This is an optimization exercise on Yosys and OpenROAD, whose aim is small area, a short achievable clock period and few clock cycles per item, not a production implementation.
At most, simulation tests tie the RTL to the original design; equivalence was not proved.
Power and IR drop assume default switching activity.

== rev 12 ==
Design unsigned_nonrestoring, start of the top module:
module unsigned_nonrestoring #(
    parameter int WIDTH = 32
) (
    input logic go,
    input logic[WIDTH-1:0] divisor,
    input logic[WIDTH-1:0] dividend,
    input logic clk, rst,
    output logic done,
    output logic[WIDTH-1:0] quotient,
    output logic[WIDTH-1:0] remainder,
    output logic divide_by_zero
);
logic align_R, iter_R, done_R, dbz_R;
logic [4:0] cnt_R;
logic [31:0] Q_R, R_R, B_R;
logic [5:0] lza_R, lzb_R;
assign done = done_R;
assign divide_by_zero = dbz_R;
assign quotient = Q_R;
assign remainder = R_R;
function automatic logic [5:0] lzc32(input logic [31:0] x);
    logic [15:0] v1; logic [15:0] c1;
    logic [7:0] v2; logic [1:0] c2 [8];
    logic [3:0] v3; logic [2:0] c3 [4];
    logic [1:0] v4; logic [3:0] c4 [2];
    for (int i = 0; i < 16; i++) begin
        v1[i] = x[2*i+1] | x[2*i];
        c1[i] = ~x[2*i+1];
    end
    for (int i = 0; i < 8; i++) begin
        v2[i] = v1[2*i+1] | v1[2*i];
        c2[i] = v1[2*i+1] ? {1'b0, c1[2*i+1]} : {1'b1, c1[2*i]};
    end
    for (int i = 0; i < 4; i++) begin
        v3[i] = v2[2*i+1] | v2[2*i];
        c3[i] = v2[2*i+1] ? {1'b0, c2[2*i+1]} : {1'b1, c2[2*i]};
    end
    for (int i = 0; i < 2; i++) begin
        v4[i] = v3[2*i+1] | v3[2*i];
        c4[i] = v3[2*i+1] ? {1'b0, c3[2*i+1]} : {1'b1, c3[2*i]};
    end
    if (v4[1]) lzc32 = {2'b00, c4[1]};
    else if (v4[0]) lzc32 = {2'b01, c4[0]};
    else lzc32 = 6'd32;
endfunction
logic [6:0] d;
logic [31:0] bsh;
logic bzero, qzero;
always_comb begin
    d = {1'b0, lzb_R} - {1'b0, lza_R};
    bzero = lzb_R[5];
    qzero = d[6];
    bsh = divisor << d[4:0];
end
logic [32:0] diff;
logic qd;
always_comb begin
    diff = {1'b0, R_R} - {1'b0, B_R};
    qd = R_R >= B_R;
end
always_ff @(posedge clk or posedge rst) begin
    if (rst) begin
        align_R <= 1'b0;
        iter_R <= 1'b0;
        done_R <= 1'b0;
        dbz_R <= 1'b0;
    end else begin
        done_R <= 1'b0;
        if (align_R) begin
            align_R <= 1'b0;
            dbz_R <= bzero;
            if (bzero || qzero) done_R <= 1'b1;
            else iter_R <= 1'b1;
        end else if (iter_R) begin
  ...
Size: about 120 flip-flops, ~130 I/O pins, ~0.0090 sq mm of cells after synthesis.
==> module unsigned_nonrestoring, before the edit <==
module unsigned_nonrestoring #(
    parameter int WIDTH = 32
) (
    input logic go,
    input logic[WIDTH-1:0] divisor,
    input logic[WIDTH-1:0] dividend,
    input logic clk, rst,
    output logic done,
    output logic[WIDTH-1:0] quotient,
    output logic[WIDTH-1:0] remainder,
    output logic divide_by_zero
);
logic align_R, iter_R, done_R, dbz_R;
logic [4:0] cnt_R;
logic [31:0] Q_R, R_R, B_R;
logic [5:0] lza_R, lzb_R;
assign done = done_R;
assign divide_by_zero = dbz_R;
assign quotient = Q_R;
assign remainder = R_R;
function automatic logic [5:0] lzc32(input logic [31:0] x);
    logic [15:0] v1; logic [15:0] c1;
    logic [7:0] v2; logic [1:0] c2 [8];
    logic [3:0] v3; logic [2:0] c3 [4];
    logic [1:0] v4; logic [3:0] c4 [2];
    for (int i = 0; i < 16; i++) begin
        v1[i] = x[2*i+1] | x[2*i];
        c1[i] = ~x[2*i+1];
    end
    for (int i = 0; i < 8; i++) begin
        v2[i] = v1[2*i+1] | v1[2*i];
        c2[i] = v1[2*i+1] ? {1'b0, c1[2*i+1]} : {1'b1, c1[2*i]};
    end
    for (int i = 0; i < 4; i++) begin
        v3[i] = v2[2*i+1] | v2[2*i];
        c3[i] = v2[2*i+1] ? {1'b0, c2[2*i+1]} : {1'b1, c2[2*i]};
    end
    for (int i = 0; i < 2; i++) begin
        v4[i] = v3[2*i+1] | v3[2*i];
        c4[i] = v3[2*i+1] ? {1'b0, c3[2*i+1]} : {1'b1, c3[2*i]};
    end
    if (v4[1]) lzc32 = {2'b00, c4[1]};
    else if (v4[0]) lzc32 = {2'b01, c4[0]};
    else lzc32 = 6'd32;
endfunction
logic [6:0] d;
logic [31:0] bsh;
logic bzero, qzero;
always_comb begin
    d = {1'b0, lzb_R} - {1'b0, lza_R};
    bzero = lzb_R[5];
    qzero = d[6];
    bsh = divisor << d[4:0];
end
logic [32:0] diff;
logic qd;
always_comb begin
    diff = {1'b0, R_R} - {1'b0, B_R};
    qd = R_R >= B_R;
end
always_ff @(posedge clk or posedge rst) begin
    if (rst) begin
        align_R <= 1'b0;
        iter_R <= 1'b0;
        done_R <= 1'b0;
        dbz_R <= 1'b0;
    end else begin
        done_R <= 1'b0;
        if (align_R) begin
            align_R <= 1'b0;
            dbz_R <= bzero;
            if (bzero || qzero) done_R <= 1'b1;
            else iter_R <= 1'b1;
        end else if (iter_R) begin
            if (cnt_R == 5'd0) begin
                iter_R <= 1'b0;
                done_R <= 1'b1;
            end
        end else if (go) begin
            align_R <= 1'b1;
        end
    end
end
always_ff @(posedge clk) begin
    lza_R <= lzc32(dividend);
    lzb_R <= lzc32(divisor);
    if (align_R) begin
        B_R <= bsh;
        Q_R <= '0;
        cnt_R <= d[4:0];
    end else begin
        B_R <= {1'b0, B_R[31:1]};
        Q_R <= {Q_R[30:0], qd};
        cnt_R <= cnt_R - 5'd1;
    end
    if (!align_R && !iter_R) R_R <= dividend;
    else if (iter_R && qd) R_R <= diff[31:0];
end
endmodule
Settings: LEC_CHECK=0, ABC_AREA=1, CAP_MARGIN=20, CORE_MARGIN=2, CORE_UTILIZATION=40, CTS_BUF_LIST=sky130_fd_sc_hd__clkbuf_8, SETUP_SLACK_MARGIN=3.5, SLEW_MARGIN=20; clock period 6.0 ns.
standard.sh (not shown) runs the stock make flow with config.mk's settings and CLKGATE_MAP_FILE= SYNTH_SCRIPT=/design/flow/synth_recipe.tcl, a recipe that flattens the netlist after the stock synthesis.
==> flow/flow/run.sh <==
#!/bin/bash
# The standard layout, with the port buffers made from the smallest plain buffer
# (buf_1) instead of the cell buffer_ports picks by itself.
set -euo pipefail
bash standard.sh 'BUFFER_PORTS_ARGS=-buffer_cell sky130_fd_sc_hd__buf_1' finish > make.log 2>&1
Testbench counts of rev 12, summed over its fixed seeds: cycles 32,890, divisions 3,200.
### rev 12 -> rev 13
==> flow/design.v <==
module unsigned_nonrestoring #(
    parameter int WIDTH = 32
) (
    input logic go,
    input logic[WIDTH-1:0] divisor,
    input logic[WIDTH-1:0] dividend,
    input logic clk, rst,
    output logic done,
    output logic[WIDTH-1:0] quotient,
    output logic[WIDTH-1:0] remainder,
    output logic divide_by_zero
);
logic align_R, iter_R, done_R, dbz_R;
logic [4:0] cnt_R;
logic [31:0] Q_R, R_R, B_R;
logic [3:0] lzah_R, lzbh_R;    
logic [1:0] dl_R;              
logic bl_R;                    
assign done = done_R;
assign divide_by_zero = dbz_R;
assign quotient = Q_R;
assign remainder = R_R;
function automatic logic [5:0] lzc32(input logic [31:0] x);
    logic [15:0] v1; logic [15:0] c1;
    logic [7:0] v2; logic [1:0] c2 [8];
    logic [3:0] v3; logic [2:0] c3 [4];
    logic [1:0] v4; logic [3:0] c4 [2];
    for (int i = 0; i < 16; i++) begin
        v1[i] = x[2*i+1] | x[2*i];
        c1[i] = ~x[2*i+1];
    end
    for (int i = 0; i < 8; i++) begin
        v2[i] = v1[2*i+1] | v1[2*i];
        c2[i] = v1[2*i+1] ? {1'b0, c1[2*i+1]} : {1'b1, c1[2*i]};
    end
    for (int i = 0; i < 4; i++) begin
        v3[i] = v2[2*i+1] | v2[2*i];
        c3[i] = v2[2*i+1] ? {1'b0, c2[2*i+1]} : {1'b1, c2[2*i]};
    end
    for (int i = 0; i < 2; i++) begin
        v4[i] = v3[2*i+1] | v3[2*i];
        c4[i] = v3[2*i+1] ? {1'b0, c3[2*i+1]} : {1'b1, c3[2*i]};
    end
    if (v4[1]) lzc32 = {2'b00, c4[1]};
    else if (v4[0]) lzc32 = {2'b01, c4[0]};
    else lzc32 = 6'd32;
endfunction
logic [5:0] lza, lzb;
logic [2:0] dl;
logic [4:0] dh;
logic [6:0] d;
logic [31:0] bsh;
logic bzero, qzero;
always_comb begin
    lza = lzc32(dividend);
    lzb = lzc32(divisor);
    dl = {1'b0, lzb[1:0]} - {1'b0, lza[1:0]};
    dh = {1'b0, lzbh_R} - {1'b0, lzah_R} - {4'b0, bl_R};
    d = {dh, dl_R};
    bzero = lzbh_R[3];
    qzero = dh[4];
    bsh = divisor << d[4:0];
end
function automatic logic ge32(input logic [31:0] x, input logic [31:0] y);
    logic [31:0] g0, e0;
    logic [15:0] g1, e1;
    logic [7:0] g2, e2;
    logic [3:0] g3, e3;
    logic [1:0] g4, e4;
    g0 = x & ~y;
    e0 = ~(x ^ y);
    for (int i = 0; i < 16; i++) begin
        g1[i] = g0[2*i+1] | (e0[2*i+1] & g0[2*i]);
        e1[i] = e0[2*i+1] & e0[2*i];
    end
    for (int i = 0; i < 8; i++) begin
        g2[i] = g1[2*i+1] | (e1[2*i+1] & g1[2*i]);
        e2[i] = e1[2*i+1] & e1[2*i];
    end
    for (int i = 0; i < 4; i++) begin
        g3[i] = g2[2*i+1] | (e2[2*i+1] & g2[2*i]);
        e3[i] = e2[2*i+1] & e2[2*i];
    end
    for (int i = 0; i < 2; i++) begin
        g4[i] = g3[2*i+1] | (e3[2*i+1] & g3[2*i]);
        e4[i] = e3[2*i+1] & e3[2*i];
    end
    ge32 = g4[1] | (e4[1] & (g4[0] | e4[0]));
endfunction
logic [32:0] diff;
logic qd;
always_comb begin
    diff = {1'b0, R_R} - {1'b0, B_R};
    qd = ge32(R_R, B_R);
end
always_ff @(posedge clk or posedge rst) begin
    if (rst) begin
        align_R <= 1'b0;
        iter_R <= 1'b0;
        done_R <= 1'b0;
        dbz_R <= 1'b0;
    end else begin
        done_R <= 1'b0;
        if (align_R) begin
            align_R <= 1'b0;
            dbz_R <= bzero;
            if (bzero || qzero) done_R <= 1'b1;
            else iter_R <= 1'b1;
        end else if (iter_R) begin
            if (cnt_R == 5'd0) begin
                iter_R <= 1'b0;
                done_R <= 1'b1;
            end
        end else if (go) begin
            align_R <= 1'b1;
        end
    end
end
always_ff @(posedge clk) begin
    lzah_R <= lza[5:2];
    lzbh_R <= lzb[5:2];
    dl_R <= dl[1:0];
    bl_R <= dl[2];
    if (align_R) begin
        B_R <= bsh;
        Q_R <= '0;
        cnt_R <= d[4:0];
    end else begin
        B_R <= {1'b0, B_R[31:1]};
        Q_R <= {Q_R[30:0], qd};
        cnt_R <= cnt_R - 5'd1;
    end
    if (!align_R && !iter_R) R_R <= dividend;
    else if (iter_R && qd) R_R <= diff[31:0];
end
endmodule
## What came out
Diff rev 12 -> rev 13: data-path buffer share of cell area in the final layout increased 2.1 points; per-cell routed wire length increased 0.83 um; initial core utilization decreased 0.29 points.
Taking rev 12 as the reference, in rev 13 height of the die dropped about 0.65%, area added between synthesis and finish higher.
Rev 13 has completed all stages; timing, DRC and antenna checks passed.
In rev 13 the worst ir drop on vdd turned out about 40% higher than in rev 12.
Taking rev 12 as the reference, in rev 13 share of total power in combinational logic picked up an extra 0.4 points, post-route cell area now sits higher.
Data arrival time of the worst path in rev 13 vs rev 12: up 0.42 ns
Diff rev 12 -> rev 13: global-route wire length before repair has increased; non-filler instance count after layout has decreased; post-layout worst setup margin has decreased; number of multi-input logic gates has decreased.
No functional check of the RTL was part of rev 13.

[port drivers added, routing unchanged]
In the flow no input, the clock included, has a driving cell. The finished layouts below were timed again as built, in two steps. Step 1: set_driving_cell puts a clkbuf_16 on clk and a buf_2 on each other input, an assumption about the parent block. Step 2, shift: input delay + t, output delay - t, t = (earliest + latest rising clock arrival at the registers) / 2. This alone moves slack from input paths to output paths. Three values: ideal, step 1, step 2; two values: the first two.
run	t (ns)	setup WS [ns]	slew at the worst register clock pin (ns)	worst data-port slew with drivers (ns)
rev 12	0.494	3.591 / 3.591 / 3.254	0.09 / 0.09	0.04
rev 13	0.504	3.379 / 3.379 / 2.982	0.09 / 0.09	0.05
After both steps every run listed still meets setup and hold. For rev 13, which loses most, drivers alone change the setup slack by 0.000 ns; drivers and shift together by -0.397 ns.
